Source: an optimization exercise on an open RTL-to-GDS flow (aim: small area and a short achievable clock period). Production flows keep margins and buffers that such runs may drop. Function was checked by simulation only, so behaviour that the tests miss may differ from the original. The flow treats the clock pin as an ideal source. Dropping or thinning the clock tree relies on that and would not hold on a real chip. Power is estimated from default activity; no workload was simulated.

Design SPI_TOP, start of the top module:
module SPI_TOP(
    input clk,
	input rst,
	input ss_n,
	input MOSI, 
	output MISO
);
Size: roughly 3000 cells after synthesis, roughly 48000 sq um of cells after synthesis.
export LEC_CHECK = 0
export CAP_MARGIN = 30
export CORE_MARGIN = 2
export CORE_UTILIZATION = 65
export SETUP_SLACK_MARGIN = 3.8
export SLEW_MARGIN = 40
export SYNTH_HIERARCHICAL = 1
export SYNTH_MINIMUM_KEEP_SIZE = 0
create_clock -name core_clock -period 6.0 [get_ports {clk}]
standard.sh (not shown) runs the stock make flow with config.mk's settings and CLKGATE_MAP_FILE= SYNTH_SCRIPT=/design/flow/synth_recipe.tcl, a recipe that flattens the netlist after the stock synthesis.
==> flow/flow/run.sh <==
#!/bin/bash
# Layout flow: the standard ORFS flow (standard.sh), with these changes:
# - the flip-flop driving MISO's output buffer is moved next to that buffer
#   before detailed placement (flow/miso.tcl), so it does not drive a long wire;
set -euo pipefail
export PRE_DETAIL_PLACE_TCL="$PWD/flow/miso.tcl"
export POST_CTS_TCL="$PWD/flow/quad_ct.tcl"
export BUFFER_PORTS_ARGS="-buffer_cell sky130_fd_sc_hd__buf_4"
export CTS_ARGS="-sink_clustering_enable -repair_clock_nets -sink_clustering_size 32 -sink_clustering_max_diameter 80 -dont_use_dummy_load"
bash standard.sh synth > log_synth.txt 2>&1
bash standard.sh floorplan > log_floorplan.txt 2>&1
bash standard.sh place > log_place.txt 2>&1
bash standard.sh cts > log_cts.txt 2>&1
bash standard.sh route > log_route.txt 2>&1
bash standard.sh finish > log_finish.txt 2>&1
==> flow/flow/miso.tcl <==
# Place the flip-flop that drives the MISO port's buffer next to that buffer,
# which the flow has placed at the port, together with the gates of its hold
# loop (the other loads of its output and the gate driving its input), so its
# output drives only short wires; detailed placement then legalizes them.
set block [ord::get_db_block]
set bt [$block findBTerm MISO]
set onet [$bt getNet]
set buf ""
foreach it [$onet getITerms] { if {[$it isOutputSignal]} { set buf [$it getInst] } }
proc place_near {inst x y} {
  puts "miso.tcl: moving [$inst getName] ([[$inst getMaster] getName]) from [$inst getLocation] to $x $y"
  $inst setLocation $x $y
  $inst setPlacementStatus PLACED
}
if {$buf ne ""} {
  set ff ""; set qnet ""
  foreach it [$buf getITerms] {
    if {[$it isInputSignal]} {
      set qnet [$it getNet]
      foreach it2 [$qnet getITerms] { if {[$it2 isOutputSignal]} { set ff [$it2 getInst] } }
    }
  }
  if {$ff ne ""} {
    set loc [$buf getLocation]
    set bx [lindex $loc 0]; set by [lindex $loc 1]
    set fw [[$ff getMaster] getWidth]
    set x [expr {$bx - $fw}]
    set dir -1
    if {$x < 0} { set x [expr {$bx + [[$buf getMaster] getWidth]}]; set dir 1 }
    place_near $ff $x $by
    # the hold loop's gates, placed beside the flip-flop
    set near {}
    foreach it [$qnet getITerms] {
      set i [$it getInst]
      if {$i ne $ff && $i ne $buf && ![$it isOutputSignal]} { lappend near $i }
    }
    foreach it [$ff getITerms] {
      if {[[$it getMTerm] getName] eq "D" && [$it getNet] ne "NULL"} {
        foreach it2 [[$it getNet] getITerms] { if {[$it2 isOutputSignal]} { lappend near [$it2 getInst] } }
      }
    }
    set cx $x
    foreach i [lsort -unique $near] {
      if {$dir < 0} { set cx [expr {$cx - [[$i getMaster] getWidth]}]; place_near $i $cx $by } else { place_near $i [expr {$cx + $fw}] $by; set cx [expr {$cx + [[$i getMaster] getWidth]}] }
    }
  }
}
==> flow/flow/quad_ct.tcl <==
# Rebuild the top of the clock tree: the clock port drives NQ root buffers,
# each placed at the centroid of, and driving, the leaf clock
# buffers of its part of the die. The tree synthesis's upper levels are removed.
proc quad_ct {nq} {
  set block [ord::get_db_block]
  set bt [$block findBTerm clk]
  set pnet [$bt getNet]
  # the upper-level buffers: clock buffers whose loads are all clock buffers
  set upper {}
  set leaves {}
  foreach inst [$block getInsts] {
    set m [[$inst getMaster] getName]
    if {![string match "sky130_fd_sc_hd__clkbuf_*" $m]} continue
    set out ""
    foreach it [$inst getITerms] { if {[$it isOutputSignal]} { set out $it } }
    set onet [$out getNet]
    set allbuf 1; set n 0
    foreach it [$onet getITerms] {
      if {$it eq $out} continue
      incr n
      if {![string match "sky130_fd_sc_hd__clkbuf_*" [[[$it getInst] getMaster] getName]]} { set allbuf 0 }
    }
    if {$allbuf && $n > 0} { lappend upper $inst } else { lappend leaves $inst }
  }
  # centroid of leaves
  set sx 0; set sy 0
  foreach l $leaves { set loc [$l getLocation]; set sx [expr {$sx + [lindex $loc 0]}]; set sy [expr {$sy + [lindex $loc 1]}] }
  set cx [expr {$sx / [llength $leaves]}]; set cy [expr {$sy / [llength $leaves]}]
  # partition leaves into nq parts by angle around the centroid
  set parts {}
  for {set k 0} {$k < $nq} {incr k} { lappend parts {} }
  foreach l $leaves {
    set loc [$l getLocation]
    set a [expr {atan2([lindex $loc 1] - $cy, [lindex $loc 0] - $cx)}]
    set k [expr {int(floor(($a + 3.14159265358979) / (2*3.14159265358979) * $nq)) % $nq}]
    lset parts $k [concat [lindex $parts $k] [list $l]]
  }
  # remove the upper levels
  foreach u $upper {
    foreach it [$u getITerms] {
      set n [$it getNet]
      if {[$it isOutputSignal] && $n ne "NULL"} { $it disconnect; odb::dbNet_destroy $n } elseif {$n ne "NULL"} { $it disconnect }
    }
    odb::dbInst_destroy $u
  }
  set master [[ord::get_db] findMaster sky130_fd_sc_hd__clkbuf_16]
  for {set k 0} {$k < $nq} {incr k} {
    set ls [lindex $parts $k]
    if {[llength $ls] == 0} continue
    set sx 0; set sy 0
    foreach l $ls { set loc [$l getLocation]; set sx [expr {$sx + [lindex $loc 0]}]; set sy [expr {$sy + [lindex $loc 1]}] }
    set qx [expr {$sx / [llength $ls]}]; set qy [expr {$sy / [llength $ls]}]
    set q [odb::dbInst_create $block $master "clkroot_$k"]
    $q setLocation $qx $qy
    $q setPlacementStatus PLACED
    set qnet [odb::dbNet_create $block "clkroot_net_$k"]
    $qnet setSigType CLOCK
    foreach it [$q getITerms] {
      if {[$it isInputSignal]} { $it connect $pnet }
      if {[$it isOutputSignal]} { $it connect $qnet }
    }
    foreach l $ls {
      foreach it [$l getITerms] { if {[$it isInputSignal]} { $it disconnect; $it connect $qnet } }
    }
    puts "quad_ct: root $k at $qx $qy drives [llength $ls] leaves"
  }
  puts "quad_ct: removed [llength $upper] upper buffers, [llength $leaves] leaves"
}
# Cell choice: buf_16 roots and buf_12 leaves are faster than clkbuf_16 at
# these loads (and the leaves smaller).
proc swap_ct {rootm leafm} {
  set db [ord::get_db]; set block [ord::get_db_block]
  set rm [$db findMaster $rootm]; set lm [$db findMaster $leafm]
  set nr 0; set nl 0
  foreach inst [$block getInsts] {
    set n [$inst getName]
    if {[string match "clkroot_*" $n]} { $inst swapMaster $rm; incr nr } elseif {[[$inst getMaster] getName] eq "sky130_fd_sc_hd__clkbuf_16"} { $inst swapMaster $lm; incr nl }
  }
  puts "swap_ct: $nr roots to $rootm, $nl leaves to $leafm"
}
proc fix_leaf_slew {limit} {
  set db [ord::get_db]; set block [ord::get_db_block]
  set bm [$db findMaster sky130_fd_sc_hd__buf_16]
  set_propagated_clock [all_clocks]
  estimate_parasitics -placement
  set up 0
  foreach inst [$block getInsts] {
    if {[[$inst getMaster] getName] ne "sky130_fd_sc_hd__buf_12"} continue
    set out ""
    foreach it [$inst getITerms] { if {[$it isOutputSignal]} { set out [$it getNet] } }
    if {$out eq "" || $out eq "NULL"} continue
    set worst 0
    foreach it [$out getITerms] {
      if {[$it isOutputSignal]} continue
      set pin [get_pins [[$it getInst] getName]/[[$it getMTerm] getName]]
      foreach edge {rise fall} {
        set s [sta::time_ui_sta [get_property $pin slew_max_$edge]]
        if {$s > $worst} { set worst $s }
      }
    }
    if {$worst * 1e12 > $limit} { $inst swapMaster $bm; incr up }
  }
  puts "fix_leaf_slew: $up leaves to buf_16"
}
quad_ct 4
swap_ct sky130_fd_sc_hd__buf_16 sky130_fd_sc_hd__buf_12
detailed_placement
fix_leaf_slew 116
detailed_placement
check_placement -verbose
Next try:
--- a/flow/flow/run.sh
+++ b/flow/flow/run.sh
@@ -4,2 +4,3 @@
 #   before detailed placement (flow/miso.tcl), so it does not drive a long wire;
+# - ports get a buf_4 (resized later as needed) rather than the default pick;
 set -euo pipefail
==> flow/flow/miso.tcl (replaced) <==
# Place the flip-flop that drives the MISO port's buffer next to that buffer,
# which the flow has placed at the port; detailed placement then legalizes it.
set block [ord::get_db_block]
set bt [$block findBTerm MISO]
set onet [$bt getNet]
set buf ""
foreach it [$onet getITerms] { if {[$it isOutputSignal]} { set buf [$it getInst] } }
if {$buf ne ""} {
  set ff ""
  foreach it [$buf getITerms] {
    if {[$it isInputSignal]} {
      foreach it2 [[$it getNet] getITerms] { if {[$it2 isOutputSignal]} { set ff [$it2 getInst] } }
    }
  }
  if {$ff ne ""} {
    set loc [$buf getLocation]
    set fw [[$ff getMaster] getWidth]
    set x [expr {[lindex $loc 0] - $fw}]
    if {$x < 0} { set x [expr {[lindex $loc 0] + [[$buf getMaster] getWidth]}] }
    puts "miso.tcl: moving [$ff getName] from [$ff getLocation] to $x [lindex $loc 1] (buffer [$buf getName] at $loc)"
    $ff setLocation $x [lindex $loc 1]
    $ff setPlacementStatus PLACED
  }
}
- CORE_UTILIZATION: 65 -> 60
Effect: Sequential cell count stays the same. Hold slack degrades by 0.052 ns. Total power rises by about 0.3%. Setup slack degrades by 0.029 ns. Cell count rose by about 2.3%. Clock skew went up by 0.011 ns. Utilization is lower by 5.1 points. Sequential power stays flat. Maximum frequency shrinks by about 1.3%. Wire length came out lower by about 2.3%.
Next try:
--- a/flow/flow/run.sh
+++ b/flow/flow/run.sh
@@ -4,3 +4,2 @@
 #   before detailed placement (flow/miso.tcl), so it does not drive a long wire;
-# - ports get a buf_4 (resized later as needed) rather than the default pick;
 set -euo pipefail
==> flow/flow/miso.tcl (replaced) <==
# Place the flip-flop that drives the MISO port's buffer next to that buffer,
# which the flow has placed at the port, together with the gates of its hold
# loop (the other loads of its output and the gate driving its input), so its
# output drives only short wires; detailed placement then legalizes them.
set block [ord::get_db_block]
set bt [$block findBTerm MISO]
set onet [$bt getNet]
set buf ""
foreach it [$onet getITerms] { if {[$it isOutputSignal]} { set buf [$it getInst] } }
proc place_near {inst x y} {
  puts "miso.tcl: moving [$inst getName] ([[$inst getMaster] getName]) from [$inst getLocation] to $x $y"
  $inst setLocation $x $y
  $inst setPlacementStatus PLACED
}
if {$buf ne ""} {
  set ff ""; set qnet ""
  foreach it [$buf getITerms] {
    if {[$it isInputSignal]} {
      set qnet [$it getNet]
      foreach it2 [$qnet getITerms] { if {[$it2 isOutputSignal]} { set ff [$it2 getInst] } }
    }
  }
  if {$ff ne ""} {
    set loc [$buf getLocation]
    set bx [lindex $loc 0]; set by [lindex $loc 1]
    set fw [[$ff getMaster] getWidth]
    set x [expr {$bx - $fw}]
    set dir -1
    if {$x < 0} { set x [expr {$bx + [[$buf getMaster] getWidth]}]; set dir 1 }
    place_near $ff $x $by
    # keep it the smallest drive, which is the fastest at this light load
    $ff swapMaster [[ord::get_db] findMaster sky130_fd_sc_hd__dfrtp_1]
    $ff setDoNotTouch 1
    # the hold loop's gates, placed beside the flip-flop
    set near {}
    foreach it [$qnet getITerms] {
      set i [$it getInst]
      if {$i ne $ff && $i ne $buf && ![$it isOutputSignal]} { lappend near $i }
    }
    foreach it [$ff getITerms] {
      if {[[$it getMTerm] getName] eq "D" && [$it getNet] ne "NULL"} {
        foreach it2 [[$it getNet] getITerms] { if {[$it2 isOutputSignal]} { lappend near [$it2 getInst] } }
      }
    }
    set cx $x
    foreach i [lsort -unique $near] {
      if {$dir < 0} { set cx [expr {$cx - [[$i getMaster] getWidth]}]; place_near $i $cx $by } else { place_near $i [expr {$cx + $fw}] $by; set cx [expr {$cx + [[$i getMaster] getWidth]}] }
    }
  }
}
- CORE_UTILIZATION: 60 -> 65
Result: The changed run died in clock tree synthesis on ODB-0370. Area after synthesis does not change. Synthesized cell count stays the same.
Next try:
--- a/flow/flow/miso.tcl
+++ b/flow/flow/miso.tcl
@@ -30,5 +30,2 @@
     place_near $ff $x $by
-    # keep it the smallest drive, which is the fastest at this light load
-    $ff swapMaster [[ord::get_db] findMaster sky130_fd_sc_hd__dfrtp_1]
-    $ff setDoNotTouch 1
     # the hold loop's gates, placed beside the flip-flop
--- a/flow/flow/quad_ct.tcl
+++ b/flow/flow/quad_ct.tcl
@@ -110 +110,25 @@
 check_placement -verbose
+# The flip-flop driving MISO's output buffer keeps the smallest drive, the
+# fastest at its light load: the later timing repair is not to resize it.
+proc keep_miso_ff {} {
+  set block [ord::get_db_block]
+  set onet [[$block findBTerm MISO] getNet]
+  foreach it [$onet getITerms] {
+    if {![$it isOutputSignal]} continue
+    set buf [$it getInst]
+    foreach bi [$buf getITerms] {
+      if {![$bi isInputSignal]} continue
+      foreach it2 [[$bi getNet] getITerms] {
+        if {[$it2 isOutputSignal]} {
+          set ff [$it2 getInst]
+          if {[string match "sky130_fd_sc_hd__dfrtp_*" [[$ff getMaster] getName]]} {
+            $ff swapMaster [[ord::get_db] findMaster sky130_fd_sc_hd__dfrtp_1]
+            $ff setDoNotTouch 1
+            puts "keep_miso_ff: [$ff getName] is dfrtp_1, not to be resized"
+          }
+        }
+      }
+    }
+  }
+}
+keep_miso_ff
Now the flow finished with timing, DRC and antenna clean; synthesized cell count does not change; synthesized area stays the same.

[separate check: timing with driven ports]
The flow's constraints put no driver on any port. The routed layouts listed below were extracted and timed again, unchanged, in two steps. Step 1 (the two cells are an assumption about what drives the block):
set clk [get_ports {clk}]
set_driving_cell -lib_cell sky130_fd_sc_hd__clkbuf_16 $clk
set_driving_cell -lib_cell sky130_fd_sc_hd__buf_2 [delete_from_list [all_inputs] $clk]
Step 2, shift: input delay + t, output delay - t, t = (earliest + latest rising clock arrival at the registers) / 2. This alone moves slack from input paths to output paths. a / b / c = no drivers / after step 1 / after step 2; a / b = the first two.
| run | t, ns | slack for setup (ns) | worst hold slack (ns) | slew at the worst register clock pin (ns) |
|---|---|---|---|---|
| the first run | 0.609 | 3.802 / 3.649 / 3.817 | 0.324 / 0.324 / 0.324 | 0.12 / 0.12 |
| the second run | 0.607 | 3.773 / 3.624 / 3.975 | 0.272 / 0.273 / 0.273 | 0.12 / 0.12 |
| the fourth run | 0.611 | 3.815 / 3.664 / 3.835 | 0.295 / 0.295 / 0.295 | 0.12 / 0.12 |
After both steps setup and hold are still met in every run listed.
